This design comes from an exercise in tuning for small area and a short achievable clock period on the open sky130 flow, not from production work.
At most, simulation tests tie the RTL to the original design; equivalence was not proved.
Only the layout flow was run in runs 4 to 6; the RTL was not checked for function there.
Power is estimated from default activity; no workload was simulated.

===== design/flow/flow/run.sh =====
#!/bin/bash
# Layout flow: the standard ORFS flow (standard synthesis unchanged), with
# timing repair aimed below the 10 ns period so that the achieved period is short,
# clock tree synthesis without dummy loads, and plain buffers on the ports.
set -euo pipefail
cd "$(dirname "$0")/.."
bash standard.sh SETUP_SLACK_MARGIN=6.5 \
  "CTS_ARGS=-sink_clustering_enable -repair_clock_nets -sink_clustering_size 20 -sink_clustering_max_diameter 80 -dont_use_dummy_load" \
  "BUFFER_PORTS_ARGS=-buffer_cell sky130_fd_sc_hd__buf_2" \
  finish > flow_orfs.log 2>&1

===== design/flow/config.mk =====
export PLATFORM = sky130hd
export DESIGN_NAME = iitb_proc
export DESIGN_NICKNAME = iitb_proc
export VERILOG_FILES = /design/flow/design.v
export SDC_FILE = /design/flow/constraint.sdc
export NUM_CORES = 4
export LEC_CHECK = 0
export ABC_CLOCK_PERIOD_IN_PS = 3500
export CAP_MARGIN = 20
export CORE_MARGIN = 2
export CORE_UTILIZATION = 30
export CTS_CLUSTER_DIAMETER = 80
export CTS_CLUSTER_SIZE = 20
export PLACE_DENSITY = 0.4
export SLEW_MARGIN = 20

===== design/flow/constraint.sdc =====
create_clock -name core_clock -period 10.0 [get_ports {clk}]
set_input_delay 2.0000 -clock core_clock [delete_from_list [all_inputs] [get_ports {clk}]]
set_output_delay 2.0000 -clock core_clock [all_outputs]
set_load 0.01 [all_outputs]

===== design/flow/design.v =====
module iitb_proc (clk, reset, i_mem_addr, i_mem_data, reg1, reg2, reg3, reg4, reg5, reg6, reg7);
input clk, reset;
output [15:0] i_mem_addr;
input [15:0] i_mem_data;
output [15:0] reg1, reg2, reg3, reg4, reg5, reg6, reg7;
reg         first;               
reg  [15:0] irf, pc_f;           
reg  [4:0]  d_op;                
reg  [2:0]  d_ra, d_rc;
reg  [8:0]  d_imm;               
reg         d_cimm;
reg  [15:0] pc_d;
reg  [15:0] rA_q, rB_q;
reg         ra_is0, rb_is0;
reg  [4:0]  e_op;                
reg  [2:0]  e_rc;
reg         e_alu, e_compl;
reg  [15:0] out_d1, out_d2, brj;    
reg         e_t0, e_t1;              
reg         sig1_q, sig2_q;
reg  [15:0] frm_q;
reg  [15:0] alu_q;               
reg  [5:0]  m_ei, m_oi;
reg         m_a0;
reg         m_wr, m_wb, m_alu;
reg         m_selo, m_sele, m_sela;    
reg  [2:0]  m_rc;
reg         fc, fz;
reg  [1:0]  wbdis;
reg  [15:0] rd_data;             
reg         w_wb, w_alu;
reg  [2:0]  w_rc;
reg  [15:0] R0;
reg  [15:0] R1, R2, R3, R4, R5, R6, R7;
assign i_mem_addr = R0;
assign reg1 = R1; assign reg2 = R2; assign reg3 = R3; assign reg4 = R4;
assign reg5 = R5; assign reg6 = R6; assign reg7 = R7;
always @(posedge clk or posedge reset)
	if (reset) begin
		first <= 1'b1;
		irf <= 16'd0;
	end else begin
		first <= 1'b0;
		irf <= first ? 16'd0 : i_mem_data;
	end
always @(posedge clk)
	pc_f <= R0;
wire [3:0] opc = irf[15:12];
wire [2:0] fn = irf[2:0];
wire d_hold = (opc == 4'b0010) && (fn[1:0] == 2'b11);
reg  [4:0] dn_op;
reg  [2:0] dn_ra, dn_rc;
reg        dn_cimm;
always @(*) begin
	dn_op = 5'd0;
	dn_ra = irf[11:9];
	dn_rc = irf[11:9];
	dn_cimm = 1'b0;
	case (opc)
	4'b0000: begin dn_op = 5'd0; dn_rc = irf[8:6]; dn_cimm = 1'b1; end
	4'b0001: begin
		dn_rc = irf[5:3];
		case (fn)
		3'b000: dn_op = 5'd1;
		3'b010: dn_op = 5'd2;
		3'b001: dn_op = 5'd3;
		3'b011: dn_op = 5'd4;
		3'b100: dn_op = 5'd5;
		3'b110: dn_op = 5'd6;
		3'b101: dn_op = 5'd7;
		default: dn_op = 5'd8;
		endcase
	end
	4'b0010: begin
		dn_rc = irf[5:3];
		case (fn)
		3'b000: dn_op = 5'd9;
		3'b010: dn_op = 5'd10;
		3'b001: dn_op = 5'd11;
		3'b100: dn_op = 5'd12;
		3'b110: dn_op = 5'd13;
		default: dn_op = 5'd14;
		endcase
	end
	4'b0011: begin dn_op = 5'd15; dn_ra = irf[8:6]; dn_cimm = 1'b1; end
	4'b0100: begin dn_op = 5'd16; dn_ra = irf[8:6]; dn_cimm = 1'b1; end
	4'b0101: begin dn_op = 5'd17; dn_cimm = 1'b1; end   
	4'b1000: dn_op = 5'd20;
	4'b1001: dn_op = 5'd21;
	4'b1010: dn_op = 5'd22;
	4'b1100: begin dn_op = 5'd23; dn_cimm = 1'b1; end
	4'b1101: dn_op = 5'd24;
	4'b1111: begin dn_op = 5'd25; dn_cimm = 1'b1; end
	default: dn_rc = irf[5:3];
	endcase
end
always @(posedge clk or posedge reset)
	if (reset) begin
		d_op <= 5'd0;
		d_rc <= 3'd0;
	end else if (!d_hold) begin
		d_op <= dn_op;
		d_rc <= dn_rc;
	end
wire [2:0] ra_n = d_hold ? d_ra : dn_ra;
wire [2:0] rb_n = d_hold ? d_imm[8:6] : irf[8:6];
reg  [15:0] rnA, rnB;
always @(*) begin
	case (ra_n)
	3'd1: rnA = R1; 3'd2: rnA = R2; 3'd3: rnA = R3; 3'd4: rnA = R4;
	3'd5: rnA = R5; 3'd6: rnA = R6; default: rnA = R7;
	endcase
	case (rb_n)
	3'd1: rnB = R1; 3'd2: rnB = R2; 3'd3: rnB = R3; 3'd4: rnB = R4;
	3'd5: rnB = R5; 3'd6: rnB = R6; default: rnB = R7;
	endcase
end
always @(posedge clk) begin
	rA_q <= (w_wb && w_rc == ra_n) ? rd_data : rnA;
	rB_q <= (w_wb && w_rc == rb_n) ? rd_data : rnB;
	ra_is0 <= (ra_n == 3'd0);
	rb_is0 <= (rb_n == 3'd0);
	if (!d_hold) begin
		d_ra <= dn_ra;
		d_imm <= irf[8:0];
		d_cimm <= dn_cimm;
	end
	pc_d <= pc_f;
end
wire [4:0]  f = d_op;
wire [2:0]  ra = d_ra, rb = d_imm[8:6];
wire        f_alu = (f != 5'd0) && (f < 5'd15);
wire        f_jump = (f == 5'd23) || (f == 5'd24) || (f == 5'd25);
wire        f_sw = (f == 5'd17);
wire        f_lli = (f == 5'd15);
wire        f_compl = (f == 5'd5) || (f == 5'd6) || (f == 5'd7) || (f == 5'd8) ||
                      (f == 5'd12) || (f == 5'd13) || (f == 5'd14);
wire [15:0] sext6 = {{10{d_imm[5]}}, d_imm[5:0]};
wire [15:0] zext9 = {7'd0, d_imm};
wire [15:0] rA = ra_is0 ? R0 : rA_q;
wire [15:0] rB = rb_is0 ? R0 : rB_q;
wire [15:0] alu_fwd;
wire        f_upd = f_alu && (e_alu || m_alu || w_alu);
wire [2:0]  fw_rc = w_alu ? w_rc : m_alu ? m_rc : e_rc;
wire        sig1 = f_upd ? (fw_rc == ra) : sig1_q;
wire        sig2 = f_upd ? (fw_rc == rb) : sig2_q;
wire        fw_e = f_upd && !w_alu && !m_alu;
wire [15:0] frm_early = !f_upd ? frm_q : w_alu ? rd_data : alu_q;
wire [15:0] frm = fw_e ? alu_fwd : frm_early;
wire [15:0] d1_early = sig1 ? frm_early : f_jump ? pc_d + 16'd2 : rA;
wire [15:0] d2_early = sig2 ? frm_early : f_sw ? rB + sext6 : d_cimm ? (f_lli ? zext9 : sext6) : rB;
wire [15:0] alu_fwd_x;                
wire [15:0] d1n = (fw_e && sig1) ? alu_fwd : d1_early;
wire [15:0] d2n_x = (fw_e && sig2) ? alu_fwd_x : (d2_early ^ {16{f_compl}});
wire        bj;
wire [15:0] pc_off = pc_d + {(f == 5'd23) ? zext9[14:0] : sext6[14:0], 1'b0};
wire [15:0] r0n = bj ? brj :          
                  first ? 16'd0 :
                  (f == 5'd23) ? pc_off :
                  (f == 5'd24) ? rB :
                  (f == 5'd25) ? rA + {zext9[14:0], 1'b0} :
                  R0 + 16'd2;
always @(posedge clk or posedge reset)
	if (reset) begin
		e_op <= 5'd0;
		e_rc <= 3'd0;
		e_alu <= 1'b0;
		e_compl <= 1'b0;
		sig1_q <= 1'b0;
		sig2_q <= 1'b0;
		R0 <= 16'd0;
	end else begin
		e_op <= f;
		e_rc <= d_rc;
		e_alu <= f_alu;
		e_compl <= f_compl;
		sig1_q <= sig1;
		sig2_q <= sig2;
		R0 <= r0n;
	end
always @(posedge clk) begin
	out_d1 <= d1n;
	out_d2 <= d2n_x;
	e_t1 <= (f == 5'd8) && fc_n;
	e_t0 <= f_compl ^ (((f == 5'd4) || (f == 5'd8)) && fc_n);
	brj <= pc_off;
	frm_q <= frm;
end
wire [15:0] wd = rd_data;
always @(posedge clk) begin
	if (reset) R1 <= 16'd1; else if (w_wb && w_rc == 3'd1) R1 <= wd;
	if (reset) R2 <= 16'd2; else if (w_wb && w_rc == 3'd2) R2 <= wd;
	if (reset) R3 <= 16'd3; else if (w_wb && w_rc == 3'd3) R3 <= wd;
	if (reset) R4 <= 16'd4; else if (w_wb && w_rc == 3'd4) R4 <= wd;
	if (reset) R5 <= 16'd5; else if (w_wb && w_rc == 3'd5) R5 <= wd;
	if (reset) R6 <= 16'h8000; else if (w_wb && w_rc == 3'd6) R6 <= wd;
	if (reset) R7 <= 16'h8000; else if (w_wb && w_rc == 3'd7) R7 <= wd;
end
wire [4:0]  x = e_op;
wire [15:0] op1 = out_d1, opb = out_d2;
wire        x_add = (x < 5'd9);
wire        x_nand = (x > 5'd8) && (x < 5'd15);
wire        x_jump = (x == 5'd23) || (x == 5'd24) || (x == 5'd25);
wire        x_cc = (x == 5'd2) || (x == 5'd6) || (x == 5'd10) || (x == 5'd13);
wire        x_cz = (x == 5'd3) || (x == 5'd7) || (x == 5'd11) || (x == 5'd14);
wire        x_unc = (x == 5'd0) || (x == 5'd1) || (x == 5'd4) || (x == 5'd5) || (x == 5'd8) ||
                    (x == 5'd9) || (x == 5'd12) || (x == 5'd15) || (x == 5'd16) ||
                    (x == 5'd23) || (x == 5'd24);
wire        fc_n;
wire [15:0] cs_r = {14'd0, e_t1, e_t0};
wire [15:0] cs_s = op1 ^ opb ^ cs_r;
wire [16:0] cs_c = {(op1 & opb) | (op1 & cs_r) | (opb & cs_r), 1'b0};
wire [16:0] sum = {1'b0, cs_s} + cs_c;
wire [15:0] cs_p = cs_s ^ cs_c[15:0];
wire        sum_zero = (cs_p == {cs_s[14:0] | cs_c[14:0], 1'b0});
wire [15:0] opr2 = opb + {15'd0, e_compl};    
wire [15:0] nand_out = ~(op1 & opr2);
assign alu_fwd = x_add ? sum[15:0] : nand_out;
assign alu_fwd_x = x_add ? (sum[15:0] ^ {16{f_compl}}) : (nand_out ^ {16{f_compl}});
wire [15:0] alu_n = x_add ? sum[15:0] : x_nand ? nand_out :
                    ((x == 5'd15) || (x == 5'd16)) ? opb : op1;
wire        eq = (op1 == opb);
wire        lt = (op1 < opb);
assign bj = ((x == 5'd20) && eq) || ((x == 5'd21) && lt) || ((x == 5'd22) && (lt || eq));
wire        wb_n = (wbdis == 2'd0) && ((x_cc && fc) || (x_cz && fz) || x_unc);
assign      fc_n = (wbdis == 2'd0) ? (!e_compl && sum[16]) : fc;
wire        nand_zero = (op1 == 16'hffff) && (e_compl ? (opb == 16'hfffe) : (opb == 16'hffff));
wire        fz_n = (wbdis != 2'd0) ? fz :
                   x_add ? sum_zero :
                   x_nand ? nand_zero : fz;
wire [6:0]  maddr = (x == 5'd16) ? sum[6:0] : opb[6:0];
always @(posedge clk or posedge reset)
	if (reset) begin
		m_wr <= 1'b0;
		m_wb <= 1'b0;
		m_alu <= 1'b0;
		wbdis <= 2'd0;
	end else begin
		m_wr <= (x == 5'd17);
		m_wb <= wb_n;
		m_alu <= e_alu;
		wbdis <= bj ? 2'd3 : x_jump ? 2'd2 : (wbdis != 2'd0) ? wbdis - 2'd1 : 2'd0;
	end
always @(posedge clk) begin
	alu_q <= alu_n;
	m_sele <= (x == 5'd16) && !maddr[0];
	m_selo <= (x == 5'd16) && maddr[0];
	m_sela <= (x != 5'd16);
	m_a0 <= maddr[0];
	m_oi <= maddr[6:1];
	m_ei <= maddr[6:1] + {5'd0, maddr[0]};
	m_rc <= e_rc;
	fc <= fc_n;
	fz <= fz_n;
end
wire [5:0] oi = m_oi;
wire [5:0] ei = m_ei;
wire [7:0] wd_e = m_a0 ? alu_q[15:8] : alu_q[7:0];
wire [7:0] wd_o = m_a0 ? alu_q[7:0] : alu_q[15:8];
localparam [47:0] INIT_E = 48'h33_84_03_02_01_06;    
localparam [47:0] INIT_O = 48'h99_40_20_80_40_00;    
reg [511:0] ebank, obank;
wire [63:0] dec_e = 64'd1 << ei;
wire [63:0] dec_o = 64'd1 << oi;
genvar j, b;
generate for (j = 0; j < 64; j = j + 1) begin : bank
	always @(posedge clk) begin
		if (reset || (m_wr && dec_e[j]))
			ebank[8*j +: 8] <= reset ? ((j < 6) ? INIT_E[8*j +: 8] : 8'd0) : wd_e;
		if (reset || (m_wr && dec_o[j]))
			obank[8*j +: 8] <= reset ? ((j < 6) ? INIT_O[8*j +: 8] : 8'd0) : wd_o;
	end
end endgenerate
wire [7:0] rd_e, rd_o;
generate for (b = 0; b < 8; b = b + 1) begin : rdbit
	wire [63:0] ecol, ocol;
	for (j = 0; j < 64; j = j + 1) begin : col
		assign ecol[j] = ebank[8*j + b];
		assign ocol[j] = obank[8*j + b];
	end
	assign rd_e[b] = |(ecol & dec_e);
	assign rd_o[b] = |(ocol & dec_o);
end endgenerate
wire [15:0] rd_n = ({rd_o, rd_e} & {16{m_sele}}) | ({rd_e, rd_o} & {16{m_selo}}) |
                   (alu_q & {16{m_sela}});
always @(posedge clk or posedge reset)
	if (reset) begin
		w_wb <= 1'b0;
		w_alu <= 1'b0;
	end else begin
		w_wb <= m_wb;
		w_alu <= m_alu;
	end
always @(posedge clk) begin
	rd_data <= rd_n;
	w_rc <= m_rc;
end
endmodule

===== design/flow/standard.sh =====
#!/bin/bash
# synth_recipe.tcl (not shown) runs the flow's synth.tcl, then flattens the netlist and writes it again
# the make line also repeats each setting of config.mk as NAME=value (left out here)
make -C /OpenROAD-flow-scripts/flow DESIGN_CONFIG=/design/flow/config.mk WORK_HOME=/design/flow/orfs CLKGATE_MAP_FILE= SYNTH_SCRIPT=/design/flow/synth_recipe.tcl "${@:-finish}"

==> flow_summary.toml, run 1 <==
[route]
vias_per_cell = 5.656
detail_route.drc_violations = 0
drt_iter0_markers = 5752
route.antenna.remaining_nets = 0
drt-pass1-iter-count = 6
drt-wirelength-per-cell_um = 34.45
totalWireLength_um = 265300
num_vias = 43550

[critical_path]
critical_path_buf_inv_count = 0
category_of_the_worst_setup_path_launch_point = "register"
cp_slowest_stage_delay_ps = 490
r2r_cells = 8
timing.rr.start = "m_oi[5]"
rr_endpoint = "rd_data[14]"
setup.worst_path.class = "register to register"
cp.required_ps = 10630
worst-r2r-setup-slack_ps = 6430
cells_along_the_critical_path = "nand3b_1 -> nor2_1 -> a22oi_1 -> nand4_1 -> nor3_1 -> nand4_1 -> a22oi_1 -> nand2_1"
critical_path.slowest_cell = "dfxtp_1"
worstSetupEndpointType = "register"
critical_path_arrival_ps = 4210
critPathTopFamily = "simple AND/OR/NAND/NOR gates"
maximum_fanout_along_the_worst_path = 9

[power]
leak_pwr_nw = 24.35
design_power_total_mw = 18.17
ir_worst_vdd_uv = 181.7
powerDensity_nw_per_um2 = 271.4

[logic_synthesis]
synth_cell_types = 93
syn_area_sq_um = 59250
synth_area_leaders = "edfxtp_1 (52%), dfxtp_1 (10%), nand2_1 (5.7%)"
synth-main-ff-cell = "edfxtp_1"
cell_taking_the_most_area_after_synthesis = "edfxtp_1"
synth.avg_cell_area_sq_um = 12.14
mappedNetlistNets = 5003
synthCells = 4880
synth_most_common_cell = "edfxtp_1"
post_synth_most_frequent_cells = "edfxtp_1 (1035), nand2_1 (907), a22oi_1 (374)"
synth-warning-count = 1
synth_enable_flop_cells = 1035
yosysTopAreaCellShare_pct = 52.45
asyncSetResetFlopFracSynth_pct = 4.295
seq_area_frac_synth_pct = 65.19
ff_latch_count_synth = 1397

[floorplanning]
die_height_um = 448.4
fp.coreArea_sq_um = 196800
top_level_i_o_count = 146
width_of_the_die_um = 448.4
floorplan.initialDensity_pct = 30.11
die_area_sq_um = 201100
std_cell_rows = 163

[finish]
flow.area_growth_from_synthesis_pct = 12.96
final_layout_size_suffix_gt1_share_pct = 13.38
layout.cell_area.non_filler_sq_um = 66930
utilization_pct = 34.01
post_layout_nonfiller_instances = 7701
nets = 5184
reg_top3 = "ebank x512, obank x512"

[cts]
clk_path_buf_depth = 3
cts_buffers = 99
clkTransAtPathRegs_ps = 80
holdBufCountCts = 0
clk_latency_ps = 790
cts.root.buffer_cell = "clkbuf_16"
htree_num_levels = 3
cts_tree = "done"
cts.sink_count = 1397

[min_path]
timing.hold.worst_path_depth = 0
worstHoldStart = "pc_f[8]"
worstHoldEndpoint = "pc_d[8]"
hold_path.class = "register to register"

[timing]
hold-worst-slack_ps = 315.2
setup-tns-final_ps = 0
finalCriticalPeriod_ps = 3573
post-route-period-util_pct = 35.73
final_critical_path_setup_slack_ps = 6427
relSlewSlack_pct = 16.58
finalHoldViolations = 0
setup_viol = 0
finClkSkew_ps = 114.3
max_slew.worst_pin.slew_ps = 1247
fmaxAchievable_ghz = 0.2799
maxSlewViolCount = 0
rsz0062_at_grt = "true"

[flow_run]
drv.max_cap_violation_count = 0

[global_route]
overflow = 0
grt_antenna_before_repair = 5
grt_max_degree = 109
grt_pass1_vias = 40970
grt_usage_pct = 25.84
grt_pass1_wl_um = 358900

[run_status]
outcome = "finished clean"

[place]
dp.final_hpwl_um = 189300
place_ws_ps = 5165
globalplace.congestion = 1.007
placedInstanceArea_sq_um = 63630
numPortBuffers = 145
dpl.cell_count = 7565
## power by group
group	internal (mW)	switching, mW	leakage, nW
sequential	8.05	1.40	13.8
clock	1.74	2.00	1.22
combinational	1.42	3.55	9.31
## placed cells by master, fill, tap and decap left out, types with 16 or more instances in the layout
| cell type | count |
|---|---|
| clkbuf_16 | 99 |
| nand4_1 | 85 |
| o211ai_1 | 47 |
| nor2_1 | 225 |
| dfxtp_1 | 266 |
| mux2i_1 | 72 |
| nand3_1 | 69 |
| a22o_1 | 87 |
| dfxtp_2 | 30 |
| dfrtp_1 | 43 |
| buf_2 | 143 |
| nor2b_1 | 25 |
| a21oi_1 | 244 |
| buf_4 | 170 |
| nor2_4 | 18 |
| a221oi_2 | 16 |
| a21o_1 | 23 |
| o21ai_1 | 20 |
| inv_1 | 90 |
| edfxtp_1 | 1035 |
| nor3_1 | 82 |
| a22oi_1 | 367 |
| nor4_1 | 30 |
| xnor2_1 | 98 |
| ha_1 | 97 |
| a31oi_1 | 22 |
| xor2_1 | 48 |
| mux2_2 | 44 |
| nand2_1 | 902 |
| o21ai_0 | 115 |
| a211oi_1 | 39 |
| a221oi_1 | 100 |
## logic make-up (layout without fill, tap and decap cells)
logic type | count (synthesis) | in the layout | synth area share [%]
other cells | 1 | 3 | 0.006329
flops | 1397 | 1397 | 65.19
simple gates | 1570 | 1570 | 11.53
fa+ha+maj | 105 | 105 | 2.293
buf+inv | 338 | 517 | 2.348
mux | 127 | 127 | 2.325
xor+xnor | 146 | 146 | 2.158
compound gates | 1196 | 1196 | 14.15
## cell type report
type,count,area (sq um)
Antenna cell,2,5.005
Tap cell,2640,3303
Sequential cell,1397,38710
Multi-Input combinational cell,3145,19880
Fill cell,19500,129900
Clock buffer,99,2477
Timing Repair Buffer,323,2168
Inverter,95,387.9
## how the worst max path moves through the flow
stage / from / end / slack (ps) / cells after the start
6_report: m_oi[5] / rd_data[14] / 6430 / 8
3_3_place_gp: reset / ebank[456] / 5210 / 4
2_1_floorplan: reset / obank[103] / 6510 / 4
4_1_cts: irf[14] / rA_q[0] / 6470 / 10
5_1_grt: out_d2[2] / e_t1 / 6420 / 14
3_5_place_dp: reset / ebank[107] / 5160 / 4
## repair_timing
| item | in CTS | in global routing |
|---|---|---|
| pin swaps | 7 | 14 |
| gates resized for setup | 103 | 51 |
| buffers inserted | 15 | 18 |
| endpoints found under the setup margin | 415 | 73 |
## per-layer routing
layer,share of wire (%),vias to the layer above,global-route usage [%],wire [um]
met4,4.1,2,9.839,10870
li1,-,18700,-,-
met1,43,22450,36.21,115100
met5,0.0072,-,0,19
met2,45,2019,40.23,120000
met3,7.3,379,3.893,19330
==> run 2, diff against run 1 <==
==> design/flow/flow/run.sh (replaced) <==
#!/bin/bash
# Layout flow: the standard ORFS flow (standard synthesis unchanged), with
# timing repair aimed below the 10 ns period so that the achieved period is short,
# and clock tree synthesis without dummy loads.
set -euo pipefail
cd "$(dirname "$0")/.."
bash standard.sh SETUP_SLACK_MARGIN=6.5 \
  "CTS_ARGS=-sink_clustering_enable -repair_clock_nets -sink_clustering_size 20 -sink_clustering_max_diameter 80 -dont_use_dummy_load" \
  finish > flow_orfs.log 2>&1
==> flow_summary.toml, run 2 <==
[run_status]
outcome = "finished clean"

[route]
drt_iter0_markers = 5711
routed.top_layer = "met5"
drt-wirelength-per-cell_um = 34.21
drt-pass1-iter-count = 6
num_vias = 43170
vias_per_cell = 5.599
detail_route.drc_violations = 0
route.antenna.remaining_nets = 0
met3RoutedLength_um = 18280
met2RoutedLength_um = 121700
totalWireLength_um = 263700
routed_met1_length_um = 114100

[timing]
max_slew.worst_pin.slew_ps = 1214
finalHoldViolations = 0
maxSlewViolCount = 0
finClkSkew_ps = 78.84
finalCriticalPeriod_ps = 3531
relSlewSlack_pct = 18.77
setup_viol = 0
rsz0062_at_grt = "true"
setup-tns-final_ps = 0
post-route-period-util_pct = 35.31
fmaxAchievable_ghz = 0.2832

[global_route]
grt_pass1_wl_um = 357100
grt_pass1_vias = 40930
grt_antenna_before_repair = 11
grt_usage_pct = 25.74
overflow = 0
grt_max_degree = 96

[critical_path]
critPathTopFamily = "simple AND/OR/NAND/NOR gates"
cells_along_the_critical_path = "nand2_1 -> nor3_1 -> buf_4 -> a22o_1 -> a221oi_1 -> nand4_1 -> nor3_1 -> nand2_1 -> a22oi_1 -> nand2_1"
category_of_the_worst_setup_path_launch_point = "register"
rr_endpoint = "rd_data[5]"
cp.required_ps = 10620
maximum_fanout_along_the_worst_path = 15
critical_path_arrival_ps = 4150
critical_path.slowest_cell = "a221oi_1"
worstSetupEndpointType = "register"
cp_common_cell = "nand2_1"
worst-r2r-setup-slack_ps = 6470
cp_slowest_stage_delay_ps = 570
r2r_cells = 10
setup.worst_path.class = "register to register"
path_depth = 10
timing.rr.start = "m_ei[2]"
critical_path_buf_inv_count = 1

[logic_synthesis]
cell_taking_the_most_area_after_synthesis = "edfxtp_1"
asyncSetResetFlopFracSynth_pct = 4.295
synth-main-ff-cell = "edfxtp_1"
synth-warning-count = 1
seq_area_frac_synth_pct = 65.19
ff_latch_count_synth = 1397
synth_enable_flop_cells = 1035
synthCells = 4880
mappedNetlistNets = 5003
synth.avg_cell_area_sq_um = 12.14
synth_area_leaders = "edfxtp_1 (52%), dfxtp_1 (10%), nand2_1 (5.7%)"
syn_area_sq_um = 59250
yosysTopAreaCellShare_pct = 52.45
synth_most_common_cell = "edfxtp_1"
synth_cell_types = 93
post_synth_most_frequent_cells = "edfxtp_1 (1035), nand2_1 (907), a22oi_1 (374)"

[finish]
layout.cells.most_common = "edfxtp_1"
flow.area_growth_from_synthesis_pct = 14.46
n_fill_cell = 19300
final_layout_size_suffix_gt1_share_pct = 12.69
nets = 5193
reg_top3 = "ebank x512, obank x512"
final_cell_mix = "edfxtp_1 (1035), nand2_1 (904), a22oi_1 (365), a21oi_1 (243), nor2_1 (225)"

[floorplanning]
fp.coreArea_sq_um = 196800
top_level_i_o_count = 146
die_area_sq_um = 201100
std_cell_rows = 163
die_height_um = 448.4
width_of_the_die_um = 448.4
floorplan.initialDensity_pct = 30.11

[cts]
clk_latency_ps = 810
holdBufCountCts = 0
cts.sink_count = 1397
cts.root.buffer_cell = "clkbuf_16"
cts_tree = "done"
clkTransAtPathRegs_ps = 80
clk_path_buf_depth = 3
htree_num_levels = 3
cts_buffers = 101

[power]
powerDensity_nw_per_um2 = 266.4
design_power_total_mw = 18.06
leak_pwr_nw = 24.61
ir_worst_vdd_uv = 217.4

[place]
numPortBuffers = 145
dp.final_hpwl_um = 185500
globalplace.congestion = 1.002

[flow_run]
drv.max_cap_violation_count = 0

[min_path]
timing.hold.worst_path_depth = 0
hold_path.class = "register to register"
worstHoldEndpoint = "pc_d[9]"
worstHoldStart = "pc_f[9]"
-- run 2: repair_timing --
action,4_1_cts,5_1_grt
buffers inserted,26,5
endpoints found under the setup margin,551,75
pin swaps,8,12
cloned,1,0
gates resized for setup,391,54
hold endpoints to repair,0,0
-- run 2: cell families after synthesis --
family | count (synthesis) | share of synthesized area [%]
multiplexers | 127 | 2.325
XOR/XNOR | 146 | 2.158
buffers and inverters | 338 | 2.348
AND/OR/NAND/NOR | 1570 | 11.53
flip-flops | 1397 | 65.19
adder cells (fa/ha/maj) | 105 | 2.293
other | 1 | 0.006329
AO/OA/AOI/OAI | 1196 | 14.15
-- run 2: per-layer routing --
metal  track usage [%]  up-vias
met4             8.300        4
met2             40.88     1979
met1             35.97    22160
li1                  -    18700
met3             3.864      325
met5                 0        -
-- run 2: how the worst max path moves through the flow --
| stage | from | to | slack, ps |
|---|---|---|---|
| finish | m_ei[2] | rd_data[5] | 6470 |
| global route | d_op[2] | out_d1[6] | 6440 |
| CTS | m_ei[1] | rd_data[12] | 6480 |
| detailed placement | reset | ebank[460] | 5260 |
| global placement | reset | ebank[463] | 5360 |
| floorplan | reset | obank[103] | 6510 |
-- run 2: where the power goes --
part           switching [mW]  internal [mW]
registers                1.26           8.04
logic                    3.59           1.40
clock network            1.99           1.77
-- run 2: final cells by class --
class / instances / area (sq um) / share of cell area [%]
sequential: 1397 / 38850 / 57.28
timing repair buffer: 329 / 2813 / 4.147
multi-input combinational: 3146 / 19940 / 29.40
antenna: 2 / 5.005 / 0.007380
clock buffer: 101 / 2527 / 3.727
tap: 2640 / 3303 / 4.870
inverter: 95 / 386.6 / 0.5701
-- run 2: through the flow --
| step | setup slack [ps] | util, % | cell area, sq um | cells | hold slack [ps] |
|---|---|---|---|---|---|
| after global placement | 5356 | 32.72 | 64390 | 7573 | 310.1 |
| final | 6469 | 34.46 | 67820 | 7710 | 299.8 |
| after floorplan | 6512 | - | 59400 | 4880 | 309.6 |
| after CTS | 6478 | 34.31 | 67520 | 7702 | 298.2 |
| after global routing | 6436 | 34.46 | 67820 | 7710 | 302.6 |
| after detailed placement | 5256 | 32.72 | 64400 | 7574 | 312.1 |
==> run 3, diff against run 2 <==
--- a/design/flow/design.v
+++ b/design/flow/design.v
@@ -21,5 +21,5 @@
 reg  [15:0] frm_q;
 reg  [15:0] alu_q;               
-reg  [5:0]  m_ei, m_oi;
+reg  [7:0]  m_ehi, m_elo, m_ohi, m_olo;    
 reg         m_a0;
 reg         m_wr, m_wb, m_alu;
@@ -248,12 +248,12 @@
 	m_sela <= (x != 5'd16);
 	m_a0 <= maddr[0];
-	m_oi <= maddr[6:1];
-	m_ei <= maddr[6:1] + {5'd0, maddr[0]};
+	m_ohi <= 8'd1 << maddr[6:4];
+	m_olo <= 8'd1 << maddr[3:1];
+	m_ehi <= 8'd1 << (maddr[6:4] + {2'd0, maddr[0] && (maddr[3:1] == 3'd7)});
+	m_elo <= 8'd1 << (maddr[3:1] + {2'd0, maddr[0]});
 	m_rc <= e_rc;
 	fc <= fc_n;
 	fz <= fz_n;
 end
-wire [5:0] oi = m_oi;
-wire [5:0] ei = m_ei;
 wire [7:0] wd_e = m_a0 ? alu_q[15:8] : alu_q[7:0];
 wire [7:0] wd_o = m_a0 ? alu_q[7:0] : alu_q[15:8];
@@ -261,12 +261,10 @@
 localparam [47:0] INIT_O = 48'h99_40_20_80_40_00;    
 reg [511:0] ebank, obank;
-wire [63:0] dec_e = 64'd1 << ei;
-wire [63:0] dec_o = 64'd1 << oi;
-genvar j, b;
+genvar j, b, g;
 generate for (j = 0; j < 64; j = j + 1) begin : bank
 	always @(posedge clk) begin
-		if (reset || (m_wr && dec_e[j]))
+		if (reset || (m_wr && m_ehi[j / 8] && m_elo[j % 8]))
 			ebank[8*j +: 8] <= reset ? ((j < 6) ? INIT_E[8*j +: 8] : 8'd0) : wd_e;
-		if (reset || (m_wr && dec_o[j]))
+		if (reset || (m_wr && m_ohi[j / 8] && m_olo[j % 8]))
 			obank[8*j +: 8] <= reset ? ((j < 6) ? INIT_O[8*j +: 8] : 8'd0) : wd_o;
 	end
@@ -274,11 +272,16 @@
 wire [7:0] rd_e, rd_o;
 generate for (b = 0; b < 8; b = b + 1) begin : rdbit
-	wire [63:0] ecol, ocol;
-	for (j = 0; j < 64; j = j + 1) begin : col
-		assign ecol[j] = ebank[8*j + b];
-		assign ocol[j] = obank[8*j + b];
-	end
-	assign rd_e[b] = |(ecol & dec_e);
-	assign rd_o[b] = |(ocol & dec_o);
+	wire [7:0] eg, og;
+	for (g = 0; g < 8; g = g + 1) begin : grp
+		wire [7:0] ecol, ocol;
+		for (j = 0; j < 8; j = j + 1) begin : col
+			assign ecol[j] = ebank[8*(8*g + j) + b];
+			assign ocol[j] = obank[8*(8*g + j) + b];
+		end
+		assign eg[g] = |(ecol & m_elo);
+		assign og[g] = |(ocol & m_olo);
+	end
+	assign rd_e[b] = |(eg & m_ehi);
+	assign rd_o[b] = |(og & m_ohi);
 end endgenerate
 wire [15:0] rd_n = ({rd_o, rd_e} & {16{m_sele}}) | ({rd_e, rd_o} & {16{m_selo}}) |
==> design/flow/flow/run.sh (replaced) <==
#!/bin/bash
# Layout flow: the standard ORFS flow (standard synthesis unchanged), with
# timing repair aimed below the 10 ns period so that the achieved period is short,
# clock tree synthesis without dummy loads, and plain buffers on the ports.
set -euo pipefail
cd "$(dirname "$0")/.."
bash standard.sh SETUP_SLACK_MARGIN=6.5 \
  "CTS_ARGS=-sink_clustering_enable -repair_clock_nets -sink_clustering_size 20 -sink_clustering_max_diameter 80 -dont_use_dummy_load" \
  "BUFFER_PORTS_ARGS=-buffer_cell sky130_fd_sc_hd__buf_2" \
  finish > flow_orfs.log 2>&1
==> flow_summary.toml, run 3 <==
[run_status]
outcome = "finished clean"

[critical_path]
critical_path_arrival_ps = 4070
category_of_the_worst_setup_path_launch_point = "register"
maximum_fanout_along_the_worst_path = 9
worstSetupEndpointType = "register"
setup.worst_path.class = "register to register"
cp.required_ps = 10630

[global_route]
grt_max_degree = 109
grt_pass1_vias = 39990
grt_antenna_before_repair = 7
grt_usage_pct = 20.38
overflow = 0
grt_pass1_wl_um = 302900

[min_path]
hold_path.class = "register to register"

[finish]
reg_top3 = "ebank x512, obank x512"
utilization_pct = 33.15
layout.cells.most_common = "edfxtp_1"
n_fill_cell = 19780
layout.cell_area.non_filler_sq_um = 66060
flow.area_growth_from_synthesis_pct = 10.10
final_layout_size_suffix_gt1_share_pct = 10.80
post_layout_nonfiller_instances = 7497
final_cell_mix = "edfxtp_1 (1035), nand2_1 (758), a22oi_1 (581), dfxtp_1 (290), a21oi_1 (234)"
nets = 4962

[floorplanning]
die_height_um = 451.2
floorplan.initialDensity_pct = 30.11
std_cell_rows = 164
top_level_i_o_count = 146
width_of_the_die_um = 451.2
die_area_sq_um = 203600
fp.coreArea_sq_um = 199200

[logic_synthesis]
mappedNetlistNets = 4996
yosysTopAreaCellShare_pct = 51.80
synth-main-ff-cell = "edfxtp_1"
synth_cell_types = 102
asyncSetResetFlopFracSynth_pct = 4.234
post_synth_most_frequent_cells = "edfxtp_1 (1035), nand2_1 (759), a22oi_1 (581)"
synth-warning-count = 1
ff_latch_count_synth = 1417
synth_enable_flop_cells = 1035
synthCells = 4871
cell_taking_the_most_area_after_synthesis = "edfxtp_1"
synth_area_leaders = "edfxtp_1 (52%), dfxtp_1 (11%), a22oi_1 (7.3%)"
syn_area_sq_um = 60000
synth.avg_cell_area_sq_um = 12.32
synth_most_common_cell = "edfxtp_1"
seq_area_frac_synth_pct = 65.05

[place]
place_ws_ps = 5463
placedInstanceArea_sq_um = 63340
numPortBuffers = 145
dp.final_hpwl_um = 139400
dpl.cell_count = 7383
globalplace.congestion = 0.8644

[timing]
setup_viol = 0
hold-worst-slack_ps = 306.5
setup-tns-final_ps = 0
maxSlewViolCount = 0
max_slew.worst_pin.slew_ps = 1173
finClkSkew_ps = 115.2
fmaxAchievable_ghz = 0.2909
post-route-period-util_pct = 34.38
rsz0062_at_grt = "true"
relSlewSlack_pct = 21.60
finalCriticalPeriod_ps = 3438
finalHoldViolations = 0
final_critical_path_setup_slack_ps = 6563

[cts]
clk_latency_ps = 780
cts.sink_count = 1417
clkTransAtPathRegs_ps = 90
clk_path_buf_depth = 3
cts_buffers = 96
cts.root.buffer_cell = "clkbuf_16"
htree_num_levels = 3
cts_tree = "done"
holdBufCountCts = 0

[route]
drt-wirelength-per-cell_um = 28.44
num_vias = 40280
totalWireLength_um = 213200
detail_route.drc_violations = 0
drt_iter0_markers = 3843
route.antenna.remaining_nets = 0
drt-pass1-iter-count = 5
vias_per_cell = 5.373

[power]
leak_pwr_nw = 23.16
design_power_total_mw = 18.39
ir_worst_vdd_uv = 141.2
powerDensity_nw_per_um2 = 278.4

[flow_run]
drv.max_cap_violation_count = 0
## run 3: path summary, 6_finish.rpt
kind	startpoint	to	cells after the start	slack, ps
min	pc_f[6]	pc_d[6]	0	310
min reg2reg	pc_f[6]	pc_d[6]	0	310
max reg2reg	out_d1[1]	m_ehi[6]	12	6560
min in group asynchronous	reset	R0[4]	3	2330
max in group asynchronous	reset	m_alu	3	7180
max	out_d1[1]	m_ehi[6]	12	6560
## run 3: report_power, final
part	internal, mW	total (mW)	switching (mW)
sequential	8.18	9.46	1.28
combinational	1.58	5.27	3.69
clock	1.69	3.66	1.97
total	11.5	18.4	6.94
## run 3: cell families (layout without fill, tap and decap cells)
group	Yosys count	in the layout	synth area share [%]
compound gates	1265	1265	14.56
fa+ha+maj	108	108	2.323
flops	1417	1417	65.05
buf+inv	428	392	2.882
xor+xnor	137	137	2.012
other cells	1	7	0.006250
mux	149	149	2.730
simple gates	1366	1366	10.44
## run 3: critical path, stage by stage, from the launching register on
cell,delay [ps]
dfxtp_1,370
fa_1,540
ha_1,210
inv_1,80
fa_1,460
xnor2_1,190
mux2i_4,320
nor3_1,100
and2_1,200
ha_1,190
ha_1,230
xnor2_1,370
nor2_1,90
## run 3: final cells by class
type | count | area [sq um] | share of cell area [%]
repair buffers | 218 | 1320 | 1.998
well taps | 2656 | 3323 | 5.031
flip-flops and latches | 1417 | 39140 | 59.26
diodes | 6 | 15.01 | 0.02273
clock buffers | 96 | 2402 | 3.637
inverters | 78 | 312.8 | 0.4735
multi-input cells | 3026 | 19540 | 29.58
## run 3: layer usage
layer	track usage, %	up-vias	share of wire [%]
met5	0	-	0
met3	2.721	208	5.0
li1	-	18280	-
met4	5.895	0	2.8
met2	33.55	1194	48
met1	27.93	20600	44
## run 3: timing repair
action / CTS / global route
cloned: 0 / 0
pin swaps: 2 / 2
endpoints found under the setup margin: 422 / 60
setup buffers: 4 / 8
gates resized for setup: 52 / 26
==> run 4, diff against run 3 <==
--- a/design/flow/design.v
+++ b/design/flow/design.v
@@ -188,13 +188,22 @@
 end
 wire [15:0] wd = rd_data;
-always @(posedge clk) begin
-	if (reset) R1 <= 16'd1; else if (w_wb && w_rc == 3'd1) R1 <= wd;
-	if (reset) R2 <= 16'd2; else if (w_wb && w_rc == 3'd2) R2 <= wd;
-	if (reset) R3 <= 16'd3; else if (w_wb && w_rc == 3'd3) R3 <= wd;
-	if (reset) R4 <= 16'd4; else if (w_wb && w_rc == 3'd4) R4 <= wd;
-	if (reset) R5 <= 16'd5; else if (w_wb && w_rc == 3'd5) R5 <= wd;
-	if (reset) R6 <= 16'h8000; else if (w_wb && w_rc == 3'd6) R6 <= wd;
-	if (reset) R7 <= 16'h8000; else if (w_wb && w_rc == 3'd7) R7 <= wd;
-end
+always @(posedge clk or posedge reset)
+	if (reset) begin
+		R1 <= 16'd1;
+		R2 <= 16'd2;
+		R3 <= 16'd3;
+		R4 <= 16'd4;
+		R5 <= 16'd5;
+		R6 <= 16'h8000;
+		R7 <= 16'h8000;
+	end else if (w_wb) begin
+		if (w_rc == 3'd1) R1 <= wd;
+		if (w_rc == 3'd2) R2 <= wd;
+		if (w_rc == 3'd3) R3 <= wd;
+		if (w_rc == 3'd4) R4 <= wd;
+		if (w_rc == 3'd5) R5 <= wd;
+		if (w_rc == 3'd6) R6 <= wd;
+		if (w_rc == 3'd7) R7 <= wd;
+	end
 wire [4:0]  x = e_op;
 wire [15:0] op1 = out_d1, opb = out_d2;
@@ -261,11 +270,13 @@
 localparam [47:0] INIT_O = 48'h99_40_20_80_40_00;    
 reg [511:0] ebank, obank;
+reg rst_q;
+always @(posedge clk) rst_q <= reset;
 genvar j, b, g;
 generate for (j = 0; j < 64; j = j + 1) begin : bank
 	always @(posedge clk) begin
-		if (reset || (m_wr && m_ehi[j / 8] && m_elo[j % 8]))
-			ebank[8*j +: 8] <= reset ? ((j < 6) ? INIT_E[8*j +: 8] : 8'd0) : wd_e;
-		if (reset || (m_wr && m_ohi[j / 8] && m_olo[j % 8]))
-			obank[8*j +: 8] <= reset ? ((j < 6) ? INIT_O[8*j +: 8] : 8'd0) : wd_o;
+		if (rst_q || (m_wr && m_ehi[j / 8] && m_elo[j % 8]))
+			ebank[8*j +: 8] <= rst_q ? ((j < 6) ? INIT_E[8*j +: 8] : 8'd0) : wd_e;
+		if (rst_q || (m_wr && m_ohi[j / 8] && m_olo[j % 8]))
+			obank[8*j +: 8] <= rst_q ? ((j < 6) ? INIT_O[8*j +: 8] : 8'd0) : wd_o;
 	end
 end endgenerate
==> flow_summary.toml, run 4 <==
[run_status]
outcome = "finished clean"

[floorplanning]
width_of_the_die_um = 451.8
die_height_um = 451.8
std_cell_rows = 164
die_area_sq_um = 204100
floorplan.initialDensity_pct = 30.16
fp.coreArea_sq_um = 199500
top_level_i_o_count = 146

[global_route]
grtUsageMet2_pct = 30.75
overflow = 0
globalRouteMet3Util_pct = 2.618
grt_pass1_wl_um = 292700
grt_antenna_before_repair = 7
grt_usage_pct = 19.55
top_usage_layer = "met2"
grt_pass1_vias = 38290
grt_max_degree = 79
globalRouteMet1Util_pct = 28.38

[cts]
htree_num_levels = 3
cts.root.buffer_cell = "clkbuf_16"
clkTransAtPathRegs_ps = 80
clk_latency_ps = 750
clk_path_buf_depth = 3
cts.sink_count = 1418
cts_tree = "done"
cts_buffers = 101

[logic_synthesis]
synth_most_common_cell = "edfxtp_1"
seq_area_frac_synth_pct = 65.87
syn_area_sq_um = 60150
synth_cell_types = 91
cell_taking_the_most_area_after_synthesis = "edfxtp_1"
asyncSetResetFlopFracSynth_pct = 12.13
synth_area_leaders = "edfxtp_1 (52%), a22oi_1 (7.3%), dfxtp_1 (7.0%)"
synth-warning-count = 1
synth.avg_cell_area_sq_um = 13.32
ff_latch_count_synth = 1418
post_synth_most_frequent_cells = "edfxtp_1 (1035), a22oi_1 (582), nand2_1 (298)"
synth_enable_flop_cells = 1035
mappedNetlistNets = 4642
synthCells = 4517
synth-main-ff-cell = "edfxtp_1"
yosysTopAreaCellShare_pct = 51.67

[route]
vias_per_cell = 5.388
totalWireLength_um = 204500
drt-pass1-iter-count = 6
route.antenna.remaining_nets = 0
drt_iter0_markers = 3455
detail_route.drc_violations = 0
drt-wirelength-per-cell_um = 28.36
num_vias = 38860

[critical_path]
cp_slowest_stage_delay_ps = 620
cells_along_the_critical_path = "buf_6"
worst-r2r-setup-slack_ps = 6560
path_depth = 1
category_of_the_worst_setup_path_launch_point = "register"
maximum_fanout_along_the_worst_path = 2
critical_path_arrival_ps = 1480
r2r_cells = 11
worstSetupEndpoint = "reg3[1]"
setup.worst_path.class = "register to output pin"
critical_path_buf_inv_count = 1
critPathTopFamily = "flip-flops"
cp-startpoint = "R3[1]"
cp.required_ps = 8000
timing.rr.start = "out_d2[1]"
worstSetupEndpointType = "output pin"
critical_path.slowest_cell = "dfstp_2"
rr_endpoint = "e_t1"

[power]
share_clk_of_total_power_pct = 18.8
internal_mw = 12.33
switching_part_of_the_total_pct = 38.04
net-switching-power_mw = 7.571
power.share.combinational_pct = 30.8
ir_worst_vdd_uv = 149.4
leak_pwr_nw = 24.40
pwr-share-seq_pct = 50.4
powerDensity_nw_per_um2 = 296.5

[finish]
n_fill_cell = 19670
flow.area_growth_from_synthesis_pct = 11.58
final_cell_mix = "edfxtp_1 (1035), a22oi_1 (582), nand2_1 (297), dfxtp_1 (179), nor2_1 (168)"
utilization_pct = 33.65
nets = 4677
final_layout_size_suffix_gt1_share_pct = 16.04
layout.cells.most_common = "edfxtp_1"
reg_top3 = "ebank x512, obank x512"

[timing]
final_critical_path_setup_slack_ps = 6518
finalHoldViolations = 0
relSlewSlack_pct = 28.04
setup-tns-final_ps = 0
max_slew.worst_pin.slew_ps = 1075
fmaxAchievable_ghz = 0.2872
setup_viol = 0
maxSlewViolCount = 0
rsz0062_at_grt = "true"
post-route-period-util_pct = 34.82
finClkSkew_ps = 68.57
finalCriticalPeriod_ps = 3482

[place]
numPortBuffers = 145
place_ws_ps = 5736
dp.final_hpwl_um = 130100
globalplace.congestion = 0.8511

[min_path]
hold_path.class = "register to register"

[flow_run]
drv.max_cap_violation_count = 0
-- run 4: layout make-up --
| type | instances | area, sq um | area share, % |
|---|---|---|---|
| Antenna cell | 6 | 15.01 | 0.02237 |
| Clock buffer | 101 | 2527 | 3.765 |
| Inverter | 84 | 329.1 | 0.4903 |
| Multi-Input combinational cell | 2687 | 19470 | 29.00 |
| Sequential cell | 1418 | 39780 | 59.26 |
| Tap cell | 2656 | 3323 | 4.951 |
| Timing Repair Buffer | 260 | 1683 | 2.507 |
-- run 4: how the worst min path moves through the flow --
stage                       start       to  slack [ps]  cells past startpoint
final                     pc_f[0]  pc_d[0]         320                      0
after global placement    pc_f[4]  pc_d[4]         310                      0
after detailed placement  pc_f[3]  pc_d[3]         310                      0
after global routing      pc_f[0]  pc_d[0]         330                      0
after CTS                 pc_f[0]  pc_d[0]         320                      0
after floorplan           pc_f[0]  pc_d[0]         310                      0
-- run 4: power groups by stage --
stage / clock (mW) / combinational, mW / sequential (mW)
floorplan: 0 / 3.74 / 9.11
global placement: 0 / 5.88 / 10.1
detailed placement: 0 / 5.87 / 10.1
CTS: 3.87 / 6.12 / 10.0
global route: 4.05 / 6.67 / 10.2
finish: 3.75 / 6.13 / 10.0
-- run 4: routing by layer --
metal | wire length, um | share of wire, %
met4 | 4866 | 2.4
met3 | 9563 | 4.7
met1 | 96970 | 47
met5 | 0 | 0
met2 | 93100 | 46
-- run 4: cells by family (layout without fill, tap and decap cells) --
family	after synthesis	count (layout)	share of synthesized area, %
flip-flops	1418	1418	65.87
AO/OA/AOI/OAI	1313	1313	15.43
AND/OR/NAND/NOR	882	884	7.247
other	1	7	0.006234
XOR/XNOR	141	141	2.053
adder cells (fa/ha/maj)	108	108	2.317
buffers and inverters	415	445	2.727
multiplexers	239	240	4.358
-- run 4: what timing repair did --
| item | CTS | global route |
|---|---|---|
| buffers inserted | 35 | 10 |
| endpoints found under the setup margin | 125 | 66 |
| hold buffers | 0 | 0 |
| pin swaps | 12 | 10 |
| hold endpoints to repair | 0 | 0 |
| cloned | 3 | 0 |
| resized for setup | 109 | 47 |
-- run 4: stage by stage --
| stage | instances | total power [mW] | instance area (sq um) | hold slack, ps |
|---|---|---|---|---|
| floorplan | 4517 | 12.85 | 60160 | 309.6 |
| global placement | 7057 | 16.02 | 63660 | 310.0 |
| finish | 7212 | 19.90 | 67120 | 321.5 |
| global route | 7207 | 20.91 | 67110 | 329.1 |
| CTS | 7196 | 20.00 | 66860 | 323.0 |
| detailed placement | 7057 | 16.02 | 63660 | 312.1 |
-- run 4: worst reg2reg max path: stages, from the launching register on --
cell       delay (ps)
dfxtp_4           390
fa_2              460
ha_2              200
a211o_1           350
a2111oi_4         410
nor3_2            110
o41ai_2           230
buf_4             170
a21oi_2            80
xnor2_2           190
or4_4             460
a2111oi_4         290
==> run 5, diff against run 4 <==
--- a/design/flow/design.v
+++ b/design/flow/design.v
@@ -6,4 +6,5 @@
 reg         first;               
 reg  [15:0] irf, pc_f;           
+reg         irf_hold, irf_rab;   
 reg  [4:0]  d_op;                
 reg  [2:0]  d_ra, d_rc;
@@ -40,7 +41,11 @@
 		first <= 1'b1;
 		irf <= 16'd0;
+		irf_hold <= 1'b0;
+		irf_rab <= 1'b0;
 	end else begin
 		first <= 1'b0;
 		irf <= first ? 16'd0 : i_mem_data;
+		irf_hold <= !first && (i_mem_data[15:12] == 4'b0010) && (i_mem_data[1:0] == 2'b11);
+		irf_rab <= !first && ((i_mem_data[15:12] == 4'b0011) || (i_mem_data[15:12] == 4'b0100));
 	end
 always @(posedge clk)
@@ -48,5 +53,5 @@
 wire [3:0] opc = irf[15:12];
 wire [2:0] fn = irf[2:0];
-wire d_hold = (opc == 4'b0010) && (fn[1:0] == 2'b11);
+wire d_hold = irf_hold;
 reg  [4:0] dn_op;
 reg  [2:0] dn_ra, dn_rc;
@@ -103,5 +108,5 @@
 		d_rc <= dn_rc;
 	end
-wire [2:0] ra_n = d_hold ? d_ra : dn_ra;
+wire [2:0] ra_n = d_hold ? d_ra : irf_rab ? irf[8:6] : irf[11:9];
 wire [2:0] rb_n = d_hold ? d_imm[8:6] : irf[8:6];
 reg  [15:0] rnA, rnB;
@@ -238,5 +243,7 @@
                    x_add ? sum_zero :
                    x_nand ? nand_zero : fz;
-wire [6:0]  maddr = (x == 5'd16) ? sum[6:0] : opb[6:0];
+wire [6:0]  maddr = (x == 5'd16) ? op1[6:0] + opb[6:0] : opb[6:0];
+wire [7:0]  ohi_n = 8'd1 << maddr[6:4];
+wire [7:0]  olo_n = 8'd1 << maddr[3:1];
 always @(posedge clk or posedge reset)
 	if (reset) begin
@@ -257,8 +264,8 @@
 	m_sela <= (x != 5'd16);
 	m_a0 <= maddr[0];
-	m_ohi <= 8'd1 << maddr[6:4];
-	m_olo <= 8'd1 << maddr[3:1];
-	m_ehi <= 8'd1 << (maddr[6:4] + {2'd0, maddr[0] && (maddr[3:1] == 3'd7)});
-	m_elo <= 8'd1 << (maddr[3:1] + {2'd0, maddr[0]});
+	m_ohi <= ohi_n;
+	m_olo <= olo_n;
+	m_ehi <= (maddr[0] && olo_n[7]) ? {ohi_n[6:0], ohi_n[7]} : ohi_n;
+	m_elo <= maddr[0] ? {olo_n[6:0], olo_n[7]} : olo_n;
 	m_rc <= e_rc;
 	fc <= fc_n;
==> flow_summary.toml, run 5 <==
[place]
placedInstanceArea_sq_um = 64080
numPortBuffers = 145
dp.final_hpwl_um = 132800
globalplace.congestion = 0.8482

[cts]
cts.root.buffer_cell = "clkbuf_16"
clk_path_buf_depth = 3
clk_latency_ps = 770
cts_tree = "done"
holdBufCountCts = 0
cts.sink_count = 1420
cts_buffers = 96
clkTransAtPathRegs_ps = 70
htree_num_levels = 3

[critical_path]
cp_slowest_stage_delay_ps = 590
maximum_fanout_along_the_worst_path = 4
cp.required_ps = 8000
critical_path_arrival_ps = 1490
category_of_the_worst_setup_path_launch_point = "register"
critical_path.slowest_cell = "dfstp_2"
critPathTopFamily = "flip-flops"
cells_along_the_critical_path = "buf_6"
worstSetupEndpointType = "output pin"
setup.worst_path.class = "register to output pin"
critical_path_buf_inv_count = 1

[power]
power.share.combinational_pct = 31.7
pwr-share-seq_pct = 50.0
net-switching-power_mw = 7.899
leak_pwr_nw = 24.41
ir_worst_vdd_uv = 180.2
internal_mw = 12.22
switching_part_of_the_total_pct = 39.27
share_clk_of_total_power_pct = 18.3
powerDensity_nw_per_um2 = 301.0

[timing]
rsz0062_at_grt = "true"
finClkSkew_ps = 111.5
finalHoldViolations = 0
max_slew.worst_pin.slew_ps = 1069
relSlewSlack_pct = 28.01
finalCriticalPeriod_ps = 3490
setup-tns-final_ps = 0
post-route-period-util_pct = 34.90
fmaxAchievable_ghz = 0.2865
hold-worst-slack_ps = 326.0
maxSlewViolCount = 0
setup_viol = 0

[logic_synthesis]
synth-main-ff-cell = "edfxtp_1"
synthCells = 4631
post_synth_most_frequent_cells = "edfxtp_1 (1038), a22oi_1 (584), nand2_1 (338)"
synth_area_leaders = "edfxtp_1 (52%), a22oi_1 (7.3%), dfxtp_1 (6.9%)"
asyncSetResetFlopFracSynth_pct = 12.25
seq_area_frac_synth_pct = 65.67
mappedNetlistNets = 4758
synth_cell_types = 97
synth.avg_cell_area_sq_um = 13.06
yosysTopAreaCellShare_pct = 51.56
cell_taking_the_most_area_after_synthesis = "edfxtp_1"
syn_area_sq_um = 60460
ff_latch_count_synth = 1420
synth_enable_flop_cells = 1038
synth_most_common_cell = "edfxtp_1"
synth-warning-count = 1

[finish]
n_fill_cell = 19650
nets = 4761
layout.cells.most_common = "edfxtp_1"
utilization_pct = 33.41
multiInputGateArea_sq_um = 19380
final_layout_size_suffix_gt1_share_pct = 12.93
final_cell_mix = "edfxtp_1 (1038), a22oi_1 (583), nand2_1 (336), a21oi_1 (230), dfxtp_1 (181)"
reg_top3 = "ebank x512, obank x512"
layout.cell_area.non_filler_sq_um = 66840
flow.area_growth_from_synthesis_pct = 10.55
ff_latch_area_sq_um = 39810

[floorplanning]
std_cell_rows = 164
width_of_the_die_um = 452.9
floorplan.initialDensity_pct = 30.22
die_area_sq_um = 205100
fp.coreArea_sq_um = 200100
top_level_i_o_count = 146
die_height_um = 452.9

[route]
num_vias = 39490
vias_per_cell = 5.411
route.antenna.remaining_nets = 0
drt_iter0_markers = 3528
detail_route.drc_violations = 0
drt-pass1-iter-count = 5
drt-wirelength-per-cell_um = 28.40
totalWireLength_um = 207200

[global_route]
grt_max_degree = 73
overflow = 0
grt_pass1_wl_um = 294600
grt_antenna_before_repair = 14
grt_usage_pct = 19.72
grt_pass1_vias = 38130

[run_status]
outcome = "finished clean"

[min_path]
hold_path.class = "register to register"

[flow_run]
drv.max_cap_violation_count = 0
run 5: cell types whose count changed after synthesis, sizes merged, moves of 11 or more:
cell,delta
o21ai,-22
xor2,+11
inv,+19
clkbuf,+35
buf,-28
nand3,+23
a21oi,+101
xnor2,-13
a22o,-11
nor2,-11
mux2,-51
nand2,+37
run 5: per-stage QoR:
step / worst slack [ps] / power (mW) / cells
2_1_floorplan: 5784 / 13.08 / 4631
3_5_place_dp: 6084 / 16.49 / 7173
4_1_cts: 6425 / 20.25 / 7287
6_report: 6510 / 20.12 / 7297
5_1_grt: 6431 / 21.13 / 7289
3_3_place_gp: 6092 / 16.48 / 7173
run 5: metal layers:
layer / up-vias / global-route usage [%] / wire [um]
met1: 20430 / 29.33 / 99270
li1: 17830 / - / -
met5: - / 0 / 26
met4: 4 / 4.969 / 4463
met2: 1014 / 29.30 / 91110
met3: 211 / 3.744 / 12360
run 5: kinds of logic (layout without fill, tap and decap cells):
group           after synthesis  count (layout)  share of synthesized area [%]
flops                      1420            1420                          65.67
simple gates                936             936                          7.566
mux                         191             191                          3.475
buf+inv                     442             443                          2.825
other cells                   1              10                       0.006203
fa+ha+maj                   109             109                          2.380
compound gates             1393            1393                          16.07
xor+xnor                    139             139                          2.014
run 5: worst paths after layout:
kind / startpoint / depth (start not counted) / slack (ps) / endpoint
setup / recovery: R6[15] / 1 / 6510 / reg6[15]
hold / removal: pc_f[14] / 0 / 330 / pc_d[14]
setup reg to reg: out_d2[2] / 12 / 6520 / e_t0
hold reg to reg: pc_f[14] / 0 / 330 / pc_d[14]
max in group asynchronous: reset / 3 / 6970 / m_alu
min in group asynchronous: reset / 2 / 1440 / R3[11]
run 5: layout make-up:
cell class | instances | share of cell area (%)
Sequential cell | 1420 | 59.56
Multi-Input combinational cell | 2769 | 28.99
Tap cell | 2656 | 4.972
Clock buffer | 96 | 3.594
Timing Repair Buffer | 243 | 2.246
Inverter | 104 | 0.5972
Antenna cell | 9 | 0.03370
run 5: repair_timing:
item                                    CTS  global route
buffers inserted                         18             1
endpoints found under the setup margin   53            24
pin swaps                                 0             5
gates resized for setup                  40            25
run 5: power by group through the flow:
| stage | clock (mW) | sequential (mW) | combinational [mW] |
|---|---|---|---|
| final | 3.67 | 10.1 | 6.38 |
| after global routing | 3.96 | 10.2 | 6.92 |
| after CTS | 3.79 | 10.1 | 6.41 |
| after detailed placement | 0 | 10.2 | 6.29 |
| after global placement | 0 | 10.2 | 6.31 |
| after floorplan | 0 | 9.18 | 3.90 |
==> run 6, diff against run 5 <==
--- a/design/flow/design.v
+++ b/design/flow/design.v
@@ -193,22 +193,13 @@
 end
 wire [15:0] wd = rd_data;
-always @(posedge clk or posedge reset)
-	if (reset) begin
-		R1 <= 16'd1;
-		R2 <= 16'd2;
-		R3 <= 16'd3;
-		R4 <= 16'd4;
-		R5 <= 16'd5;
-		R6 <= 16'h8000;
-		R7 <= 16'h8000;
-	end else if (w_wb) begin
-		if (w_rc == 3'd1) R1 <= wd;
-		if (w_rc == 3'd2) R2 <= wd;
-		if (w_rc == 3'd3) R3 <= wd;
-		if (w_rc == 3'd4) R4 <= wd;
-		if (w_rc == 3'd5) R5 <= wd;
-		if (w_rc == 3'd6) R6 <= wd;
-		if (w_rc == 3'd7) R7 <= wd;
-	end
+always @(posedge clk) begin
+	if (reset) R1 <= 16'd1; else if (w_wb && w_rc == 3'd1) R1 <= wd;
+	if (reset) R2 <= 16'd2; else if (w_wb && w_rc == 3'd2) R2 <= wd;
+	if (reset) R3 <= 16'd3; else if (w_wb && w_rc == 3'd3) R3 <= wd;
+	if (reset) R4 <= 16'd4; else if (w_wb && w_rc == 3'd4) R4 <= wd;
+	if (reset) R5 <= 16'd5; else if (w_wb && w_rc == 3'd5) R5 <= wd;
+	if (reset) R6 <= 16'h8000; else if (w_wb && w_rc == 3'd6) R6 <= wd;
+	if (reset) R7 <= 16'h8000; else if (w_wb && w_rc == 3'd7) R7 <= wd;
+end
 wire [4:0]  x = e_op;
 wire [15:0] op1 = out_d1, opb = out_d2;
==> flow_summary.toml, run 6 <==
[floorplanning]
width_of_the_die_um = 451.6
die_area_sq_um = 204000
top_level_i_o_count = 146
std_cell_rows = 164
fp.coreArea_sq_um = 199500
die_height_um = 451.6
floorplan.initialDensity_pct = 30.14

[timing]
post-route-period-util_pct = 34.48
rsz0062_at_grt = "true"
setup_viol = 0
maxSlewViolCount = 0
finClkSkew_ps = 109.6
fmaxAchievable_ghz = 0.2900
finalHoldViolations = 0
setup-tns-final_ps = 0
finalCriticalPeriod_ps = 3448
relSlewSlack_pct = 22.58
max_slew.worst_pin.slew_ps = 1160

[cts]
htree_num_levels = 3
cts_tree = "done"
cts.sink_count = 1420
clkTransAtPathRegs_ps = 80
cts.root.buffer_cell = "clkbuf_16"
clk_latency_ps = 750
clk_path_buf_depth = 3
cts_buffers = 100

[critical_path]
critical_path_buf_inv_count = 1
critical_path.slowest_cell = "dfxtp_1"
maximum_fanout_along_the_worst_path = 4
worstSetupEndpointType = "output pin"
r2r_cells = 13
category_of_the_worst_setup_path_launch_point = "register"
setup.worst_path.class = "register to output pin"
cp.required_ps = 8000
cells_along_the_critical_path = "buf_2"
cp_slowest_stage_delay_ps = 500
rr_endpoint = "out_d1[13]"
critPathTopFamily = "flip-flops"
timing.rr.start = "out_d1[1]"
worst-r2r-setup-slack_ps = 6590
critical_path_arrival_ps = 1450

[power]
ir_worst_vdd_uv = 130.3
powerDensity_nw_per_um2 = 281.9
design_power_total_mw = 18.75
leak_pwr_nw = 23.74

[logic_synthesis]
synth_most_common_cell = "edfxtp_1"
syn_area_sq_um = 60120
synth_enable_flop_cells = 1038
synth_cell_types = 94
synthCells = 4801
synth.avg_cell_area_sq_um = 12.52
ff_latch_count_synth = 1420
synth-main-ff-cell = "edfxtp_1"
post_synth_most_frequent_cells = "edfxtp_1 (1038), a22oi_1 (583), nand2_1 (520)"
synth-warning-count = 1
seq_area_frac_synth_pct = 65.09
yosysTopAreaCellShare_pct = 51.85
asyncSetResetFlopFracSynth_pct = 4.366
synth_area_leaders = "edfxtp_1 (52%), dfxtp_1 (11%), a22oi_1 (7.3%)"
cell_taking_the_most_area_after_synthesis = "edfxtp_1"
mappedNetlistNets = 4928

[finish]
final_layout_size_suffix_gt1_share_pct = 11.49
final_cell_mix = "edfxtp_1 (1038), a22oi_1 (583), nand2_1 (519), a21oi_1 (330), dfxtp_1 (288)"
flow.area_growth_from_synthesis_pct = 10.61
layout.cells.most_common = "edfxtp_1"
reg_top3 = "ebank x512, obank x512"
nets = 4907

[route]
drt-pass1-iter-count = 6
num_vias = 39850
vias_per_cell = 5.355
route.antenna.remaining_nets = 0
drt-wirelength-per-cell_um = 27.42
detail_route.drc_violations = 0
drt_iter0_markers = 3471
totalWireLength_um = 204100

[min_path]
timing.hold.worst_path_depth = 0
hold_path.class = "register to register"
worstHoldEndpoint = "pc_d[0]"
worstHoldStart = "pc_f[0]"

[global_route]
grt_usage_pct = 19.52
grt_max_degree = 76
grt_pass1_wl_um = 293500
grt_pass1_vias = 39500
grt_antenna_before_repair = 6
overflow = 0

[place]
dp.final_hpwl_um = 128500
globalplace.congestion = 0.8318
numPortBuffers = 145

[flow_run]
drv.max_cap_violation_count = 0

[run_status]
outcome = "finished clean"
## run 6: cell types whose count changed after synthesis, sizes merged, moves of 10 or more
cell and change:
nor3 -10, dfrtp -103, or3 -12, nand2 +183, o211ai +10, o21ai -31
mux2 -60, a21oi +105, dfxtp +112, inv -14
## run 6: worst register-to-register path, cell delays in order, from the launching register on
cell and delay [ps]:
dfxtp_4 380, fa_1 580, ha_2 200, inv_1 60, fa_2 370, nand2b_4 160, a21o_4 240, a211oi_2 190
a211o_1 190, a21oi_2 90, xnor2_2 200, a21oi_2 200, o221ai_2 110, mux2_4 280
## run 6: through the flow
step | worst slack, ps | hold slack [ps] | std cells | area, sq um | utilization [%]
after floorplan | 6550 | 309.6 | 4801 | 60120 | -
final | 6552 | 301.0 | 7442 | 66490 | 33.34
after global routing | 6391 | 317.9 | 7435 | 66480 | 33.33
after CTS | 6503 | 304.7 | 7421 | 66240 | 33.21
after global placement | 5986 | 309.9 | 7318 | 63560 | 31.87
after detailed placement | 6009 | 312.1 | 7319 | 63580 | 31.88
## run 6: cells by family after synthesis
logic type,Yosys count,synth area share (%)
muxes,122,2.206
xor gates and xnor gates,144,2.098
DFF,1420,65.09
buffers and inverters,448,2.916
AOI/OAI and AO/OA,1450,16.72
adders and majority gates,109,2.394
and+or+nand+nor,1107,8.571
other,1,0.006238
## run 6: area by class of cell
class	instances	area (sq um)
Timing Repair Buffer	232	1393
Sequential cell	1420	39240
Antenna cell	8	20.02
Fill cell	19710	133000
Clock buffer	100	2502
Tap cell	2656	3323
Inverter	93	350.3
Multi-Input combinational cell	2933	19660
## run 6: report_power, final
part           internal, mW  switching, mW  leakage [nW]  total (mW)
clock                  1.76           1.98          1.23        3.74
sequential             8.18           1.33          14.0        9.51
combinational          1.75           3.74          8.49        5.49
total                  11.7           7.06          23.7        18.7
## run 6: worst max-delay path by stage
stage,from,end,slack [ps],cells past startpoint
final,R5[11],reg5[11],6550,1
after global routing,out_d2[2],e_t0,6390,14
after CTS,out_d1[4],e_t0,6500,11
after detailed placement,d_op[0],R0[12],6010,13
after global placement,d_op[0],R0[12],5990,13
after floorplan,ra_is0,R0[11],6550,14
## run 6: per-layer routing
metal | vias up | global-route usage, % | wire, um
met5 | - | 0 | 13
met4 | 2 | 4.384 | 3674
met3 | 202 | 3.399 | 11940
met2 | 1131 | 31.25 | 94710
met1 | 20340 | 27.51 | 93720
li1 | 18170 | - | -
## run 6: what timing repair did
item,CTS,global route
gates resized for setup,45,33
hold buffers,0,0
pin swaps,5,12
setup endpoints to repair,40,23
setup buffers,2,13

-- static timing again, ports no longer ideal --
The flow's constraints put no driver on any port. The routed layouts listed below were extracted and timed again, unchanged, in two steps.
Step 1 (the two cells are an assumption about what drives the block):
set clk [get_ports {clk}]
set_driving_cell -lib_cell sky130_fd_sc_hd__clkbuf_16 $clk
set_driving_cell -lib_cell sky130_fd_sc_hd__buf_2 [delete_from_list [all_inputs] $clk]
Step 2 also shifts input and output timing later by t, the mid clock arrival at the registers, as if the neighbouring blocks saw the same clock.
a / b / c = no drivers / after step 1 / after step 2; a / b = the first two.
| run | t (ns) | slack for setup (ns) | clock arrival spread, ns | worst register clock-pin slew, ns |
|---|---|---|---|---|
| run 1 | 0.811 | 6.427 / 6.427 / 5.825 | 0.118 / 0.119 | 0.09 / 0.09 |
| run 2 | 0.828 | 6.469 / 6.466 / 5.831 | 0.123 / 0.122 | 0.09 / 0.09 |
| run 3 | 0.807 | 6.562 / 6.490 / 5.814 | 0.132 / 0.132 | 0.09 / 0.09 |
| run 4 | 0.796 | 6.518 / 6.433 / 6.318 | 0.085 / 0.085 | 0.09 / 0.09 |
| run 5 | 0.803 | 6.510 / 6.423 / 6.228 | 0.123 / 0.122 | 0.09 / 0.09 |
| run 6 | 0.784 | 6.552 / 6.465 / 6.461 | 0.116 / 0.116 | 0.09 / 0.09 |
After both steps setup and hold are still met in every run listed. For run 3, which loses most, drivers alone change the setup slack by -0.072 ns; drivers and shift together by -0.748 ns. Setup slack includes reset recovery checks.
